This design comes from an exercise in tuning for small area and a short achievable clock period on the open sky130 flow, not from production work.
At most, simulation tests tie the RTL to the original design; equivalence was not proved.
The clock input has no modelled driver; a real chip could not lean on it and would need a root buffer or a full tree.

== try-willow ==
// encoder
module encoder (
    input clk,
    input rst_n,
    input [31:0] data_in,
    output logic [31:0] data_out
);
Size: ~1,800 cells after synthesis, ~230 flip-flops, roughly 66 I/O pins, roughly 0.018 mm2 of cells after synthesis.
Settings: LEC_CHECK=0, CAP_MARGIN=20, CORE_MARGIN=2, CORE_UTILIZATION=65, SLEW_MARGIN=20; clock period 14.0 ns.
standard.sh (not shown) runs the stock make flow with config.mk's settings and CLKGATE_MAP_FILE= SYNTH_SCRIPT=/design/flow/synth_recipe.tcl, a recipe that flattens the netlist after the stock synthesis.
==> flow/flow/run.sh <==
#!/bin/bash
# Standard layout, with plain buffers on the ports and timing repair aimed
# well below the clock period.
set -euo pipefail
export BUFFER_PORTS_ARGS="-buffer_cell sky130_fd_sc_hd__buf_2"
export SETUP_SLACK_MARGIN=10.5
bash standard.sh > standard.log 2>&1
try-willow: flow completed, timing, DRC and antenna clean
Modified inputs, try-fjord compared to try-willow
Settings: swapping 65 for 40 in CORE_UTILIZATION.
==> flow/run.sh (new file) <==
#!/bin/bash
# synth_recipe.tcl (not shown) runs the flow's synth.tcl, then flattens the netlist and writes it again
# the make line also repeats each setting of config.mk as NAME=value (left out here)
make -C /OpenROAD-flow-scripts/flow DESIGN_CONFIG=/design/flow/config.mk WORK_HOME=/design/flow/orfs CLKGATE_MAP_FILE= SYNTH_SCRIPT=/design/flow/synth_recipe.tcl finish
removed: flow/flow/run.sh
removed: flow/standard.sh
Results
try-fjord ended with less net total in the final layout than try-willow.
The run showing the smaller site row count is try-willow.
Chip height of try-fjord exceeds that of try-willow by more than a quarter.
Diff try-willow -> try-fjord: via count -about 3.8%; routed wire length +1700 um.
What try-juniper does differently from try-fjord at the input level:
Settings: a change of CORE_UTILIZATION from 40 to 70; an added CTS_BUF_LIST of sky130_fd_sc_hd__clkbuf_4 sky130_fd_sc_hd__clkbuf_8.
Notes after the runs:
try-juniper against try-fjord: post-layout utilization of the core increased by 33 points relative to the old numbers, maximum frequency dropped 19 MHz, area added between synthesis and finish shows a reduction of 2.9 points, number of cell instances on the worst register-to-register path lower. In the tables for try-fjord and try-juniper, worst-case setup slack after placement reads lower with try-fjord. Comparing core area for try-fjord and try-juniper, the bigger number came from try-fjord. try-juniper vs try-fjord on die outline height: try-juniper is the lower one. Going from try-fjord to try-juniper, the number of DRC markers in iteration 0 was found to have gone up by 379. Combined area of the multi-input logic cells delta (try-juniper -> try-fjord): insignificant.
The following lists how try-onyx was set up differently from try-juniper:
Settings: CAP_MARGIN changed from 20 to 60; CORE_UTILIZATION changed from 70 to 40; SLEW_MARGIN changed from 20 to 60; CTS_BUF_LIST removed (was sky130_fd_sc_hd__clkbuf_4 sky130_fd_sc_hd__clkbuf_8).
Results
Delta(number of buffers created by CTS, try-onyx - try-juniper) < 0
Between try-juniper and try-onyx, the critical path depth in cells is lower for try-onyx.
Every stage of the flow completed for try-onyx, and the final layout passed the timing, DRC and antenna checks.
Comparing try-juniper and try-onyx, the lower global-route usage was measured on try-onyx.
No functional check of the RTL was part of any run of this note.

---

encoder, a different RTL version from the one above (not shown whole).
For scale: ~1,500 cells after synthesis, about 230 flip-flops, about 66 I/O pins, roughly 14,000 µm² of cells after synthesis.
export LEC_CHECK = 0
export CAP_MARGIN = 20
export CORE_MARGIN = 2
export CORE_UTILIZATION = 65
export SLEW_MARGIN = 20
create_clock -name core_clock -period 14.0 [get_ports {clk}]
==> flow/flow/run.sh <==
#!/bin/bash
# Standard layout, except: the synthesis maps with flow/abc_speed.script,
# the clock tree is flow/ctree.tcl's two-level tree, the ports get plain
# buffers, timing repair aims below the period, and the wire capacitance
# the placement-stage timing estimates use is scaled up by 1.3 (closer to
# the extracted values).
set -euo pipefail
rm -rf scripts_local
cp -r "$FLOW_HOME/scripts" scripts_local
cp flow/abc_speed.script scripts_local/abc_speed.script
sed -i 's|^log_cmd clock_tree_synthesis .*|source $::env(CTREE_TCL)|' scripts_local/cts.tcl
grep -q CTREE_TCL scripts_local/cts.tcl
python3 - "$FLOW_HOME/platforms/sky130hd/setRC.tcl" 1.3 > setRC_scaled.tcl <<'PY'
import re, sys
s = open(sys.argv[1]).read()
k = float(sys.argv[2])
print(re.sub(r'-capacitance ([0-9.Ee+-]+)', lambda m: '-capacitance %g' % (float(m.group(1)) * k), s))
PY
export LAYER_PARASITICS_FILE=$PWD/setRC_scaled.tcl
export CTREE_TCL=$PWD/flow/ctree.tcl
export CTREE_LEAF=20
export CTREE_BUF_LEAF=sky130_fd_sc_hd__clkbuf_16
export CTREE_BUF_TOP=sky130_fd_sc_hd__clkbuf_16
export SCRIPTS_DIR=$PWD/scripts_local
export BUFFER_PORTS_ARGS="-buffer_cell sky130_fd_sc_hd__buf_2"
export SETUP_SLACK_MARGIN=10.15
export GPL_KEEP_OVERFLOW=0
bash standard.sh > standard.log 2>&1
==> flow/flow/ctree.tcl <==
# Two-level clock tree in place of clock_tree_synthesis: the clock port drives
# one buffer per quadrant of the clock sinks, and each of those drives the
# leaf buffers of its quadrant (at most CTREE_LEAF sinks per leaf).
set ct_block [ord::get_db_block]
set ct_dbu [$ct_block getDbUnitsPerMicron]
set ct_buf_leaf [expr {[info exists ::env(CTREE_BUF_LEAF)] ? $::env(CTREE_BUF_LEAF) : "sky130_fd_sc_hd__clkbuf_16"}]
set ct_buf_top [expr {[info exists ::env(CTREE_BUF_TOP)] ? $::env(CTREE_BUF_TOP) : "sky130_fd_sc_hd__clkbuf_16"}]
set ct_leaf [expr {[info exists ::env(CTREE_LEAF)] ? $::env(CTREE_LEAF) : 20}]

proc ct_centroid {pts} {
  set sx 0.0; set sy 0.0
  foreach p $pts { set sx [expr {$sx + [lindex $p 1]}]; set sy [expr {$sy + [lindex $p 2]}] }
  set n [llength $pts]
  return [list [expr {$sx / $n}] [expr {$sy / $n}]]
}
# split {pin x y} items into k near-equal parts along x (idx 1) or y (idx 2)
proc ct_split {pts k idx} {
  set s [lsort -real -index $idx $pts]
  set n [llength $s]
  set out {}
  for {set i 0} {$i < $k} {incr i} {
    lappend out [lrange $s [expr {($n * $i) / $k}] [expr {($n * ($i + 1)) / $k - 1}]]
  }
  return $out
}
proc ct_span {pts idx} {
  set l [lsort -real -index $idx $pts]
  return [expr {[lindex $l end $idx] - [lindex $l 0 $idx]}]
}
proc ct_um {v} { return [expr {$v / double($::ct_dbu)}] }

set ct_sinks {}
foreach p [get_pins -of_objects [get_nets clk]] {
  lassign [[sta::sta_to_db_pin $p] getAvgXY] ok x y
  lappend ct_sinks [list $p $x $y]
}
puts "ctree: [llength $ct_sinks] clock sinks"

set ct_quads {}
foreach half [ct_split $ct_sinks 2 1] {
  foreach q [ct_split $half 2 2] { lappend ct_quads $q }
}
set qi 0
foreach q $ct_quads {
  set nleaf [expr {int(ceil([llength $q] / double($ct_leaf)))}]
  set idx [expr {[ct_span $q 1] > [ct_span $q 2] ? 1 : 2}]
  set leafxy {}
  set li 0
  foreach g [ct_split $q $nleaf $idx] {
    set pins {}
    foreach p $g { lappend pins [lindex $p 0] }
    lassign [ct_centroid $g] cx cy
    set bname "ctree_leaf_${qi}_${li}"
    insert_buffer -buffer_cell $ct_buf_leaf -net clk -load_pins $pins \
      -location [list [ct_um $cx] [ct_um $cy]] \
      -buffer_name $bname -net_name "ctree_net_leaf_${qi}_${li}"
    lappend leafxy [list x $cx $cy]
    incr li
  }
  # insert_buffer adds a number to the names: find this quadrant's leaves
  set leafpins {}
  foreach p [get_pins -of_objects [get_nets clk]] {
    if {[string match "ctree_leaf_${qi}_*" [get_full_name $p]]} { lappend leafpins $p }
  }
  if {$li == 1} { incr qi; continue }
  lassign [ct_centroid $leafxy] cx cy
  insert_buffer -buffer_cell $ct_buf_top -net clk -load_pins $leafpins \
    -location [list [ct_um $cx] [ct_um $cy]] \
    -buffer_name "ctree_q_${qi}" -net_name "ctree_net_q_${qi}"
  incr qi
}
foreach net [$ct_block getNets] {
  if {[string match ctree_net_* [$net getName]]} { $net setSigType CLOCK }
}
[$ct_block findNet clk] setSigType CLOCK
set_propagated_clock [all_clocks]
puts "ctree: clock port drives [llength [get_pins -of_objects [get_nets clk]]] pins"
Other scripts of this flow, unchanged in this note and not shown: flow/flow/abc_speed.script
The first run passed the timing, DRC and antenna checks.
==> next run, changes <==
--- a/flow/flow/run.sh
+++ b/flow/flow/run.sh
@@ -25,4 +25,3 @@
 export BUFFER_PORTS_ARGS="-buffer_cell sky130_fd_sc_hd__buf_2"
-export SETUP_SLACK_MARGIN=10.15
-export GPL_KEEP_OVERFLOW=0
+export SETUP_SLACK_MARGIN=10.1
 bash standard.sh > standard.log 2>&1
The changed run completed with no timing, DRC or antenna violations.
Core utilization goes down by 2.2 points.
Fmax goes up by about 0.7%.
Die area does not change.
Clock skew falls by 9.2 ps.
Final area decreases by 2.9%.
Global-route usage falls by 1.5 points.
Routed wire length goes down by 3.5%.
Via count decreases by 1.9%.
==> next run, changes <==
--- a/flow/flow/run.sh
+++ b/flow/flow/run.sh
@@ -25,3 +25,3 @@
 export BUFFER_PORTS_ARGS="-buffer_cell sky130_fd_sc_hd__buf_2"
-export SETUP_SLACK_MARGIN=10.1
+export SETUP_SLACK_MARGIN=10.25
 bash standard.sh > standard.log 2>&1
Settings changed: PLACE_DENSITY set to 0.75.
After rerunning: Critical path depth went up by 3; design area grows by 1.2%; first-iteration DRC count came out higher by 2.4%; maximum frequency climbs by 0.99%; worst hold slack gains 9.5 ps.
==> next run, changes <==
--- a/flow/flow/run.sh
+++ b/flow/flow/run.sh
@@ -20,3 +20,3 @@
 export CTREE_TCL=$PWD/flow/ctree.tcl
-export CTREE_LEAF=20
+export CTREE_LEAF=14
 export CTREE_BUF_LEAF=sky130_fd_sc_hd__clkbuf_16
Settings changed: PLACE_DENSITY 0.75 to unset.
Routed wire length decreases by 2.8%.
Utilization increases by 0.15 points.
Sequential cell count does not change.
Critical path depth decreases by 3.
Global-route usage decreases by 1.0 points.
Cell count is about the same.
==> next run, changes <==
--- a/flow/flow/run.sh
+++ b/flow/flow/run.sh
@@ -20,3 +20,3 @@
 export CTREE_TCL=$PWD/flow/ctree.tcl
-export CTREE_LEAF=14
+export CTREE_LEAF=20
 export CTREE_BUF_LEAF=sky130_fd_sc_hd__clkbuf_16
@@ -25,3 +25,3 @@
 export BUFFER_PORTS_ARGS="-buffer_cell sky130_fd_sc_hd__buf_2"
-export SETUP_SLACK_MARGIN=10.25
+export SETUP_SLACK_MARGIN=10.15
 bash standard.sh > standard.log 2>&1
Result:
- worst hold slack is better by 4.0 ps
- fmax hardly moves
- routed wire length fell by 0.59%
- cell area fell by 1.2%
- global-route usage fell by 0.25 points
- sequential cell count does not change
- worst setup slack is better by 9.9 ps
No run of this note takes its clock network from TritonCTS; it comes from the design's own scripts or RTL.

-- separate check: timing with driven ports --
The results above use ideal ports. As a check the final layouts listed here were re-extracted and re-timed, cells and wires unchanged. Step 1 sets driving cells, clkbuf_16 on the clock port and buf_2 on the other inputs (assumed; they add their load-dependent delay and slew). Step 2 also shifts input and output timing later by t, the mid clock arrival at the registers, as if the neighbouring blocks saw the same clock. Three values: ideal ports, drivers, drivers and shift; two values: the first two.
run	t, ns	setup WS [ns]	worst setup path at the end	clock arrival spread, ns	slew at the worst register clock pin (ns)
try-willow	0.623	10.158 / 10.102 / 9.948	input to register	0.015 / 0.014	0.07 / 0.07
try-fjord	0.639	9.574 / 9.574 / 9.393	input to register	0.025 / 0.025	0.06 / 0.06
try-juniper	0.609	9.166 / 9.166 / 9.166	register to register	0.029 / 0.028	0.07 / 0.07
try-onyx	0.649	9.684 / 9.624 / 9.451	input to register	0.033 / 0.033	0.07 / 0.07
the first run of note 2	0.416	10.396 / 10.279 / 10.136	input to register	0.039 / 0.037	0.10 / 0.10
the second run of note 2	0.405	10.419 / 10.309 / 10.150	input to register	0.030 / 0.030	0.09 / 0.09
the third run of note 2	0.411	10.454 / 10.348 / 10.131	input to register	0.040 / 0.039	0.10 / 0.10
the fourth run of note 2	0.408	10.410 / 10.299 / 10.135	input to register	0.023 / 0.023	0.08 / 0.08
the fifth run of note 2	0.404	10.420 / 10.310 / 10.155	input to register	0.029 / 0.029	0.09 / 0.09
After both steps setup and hold are still met in every run listed. For the third run of note 2, which loses most, drivers alone change the setup slack by -0.106 ns; drivers and shift together by -0.323 ns.
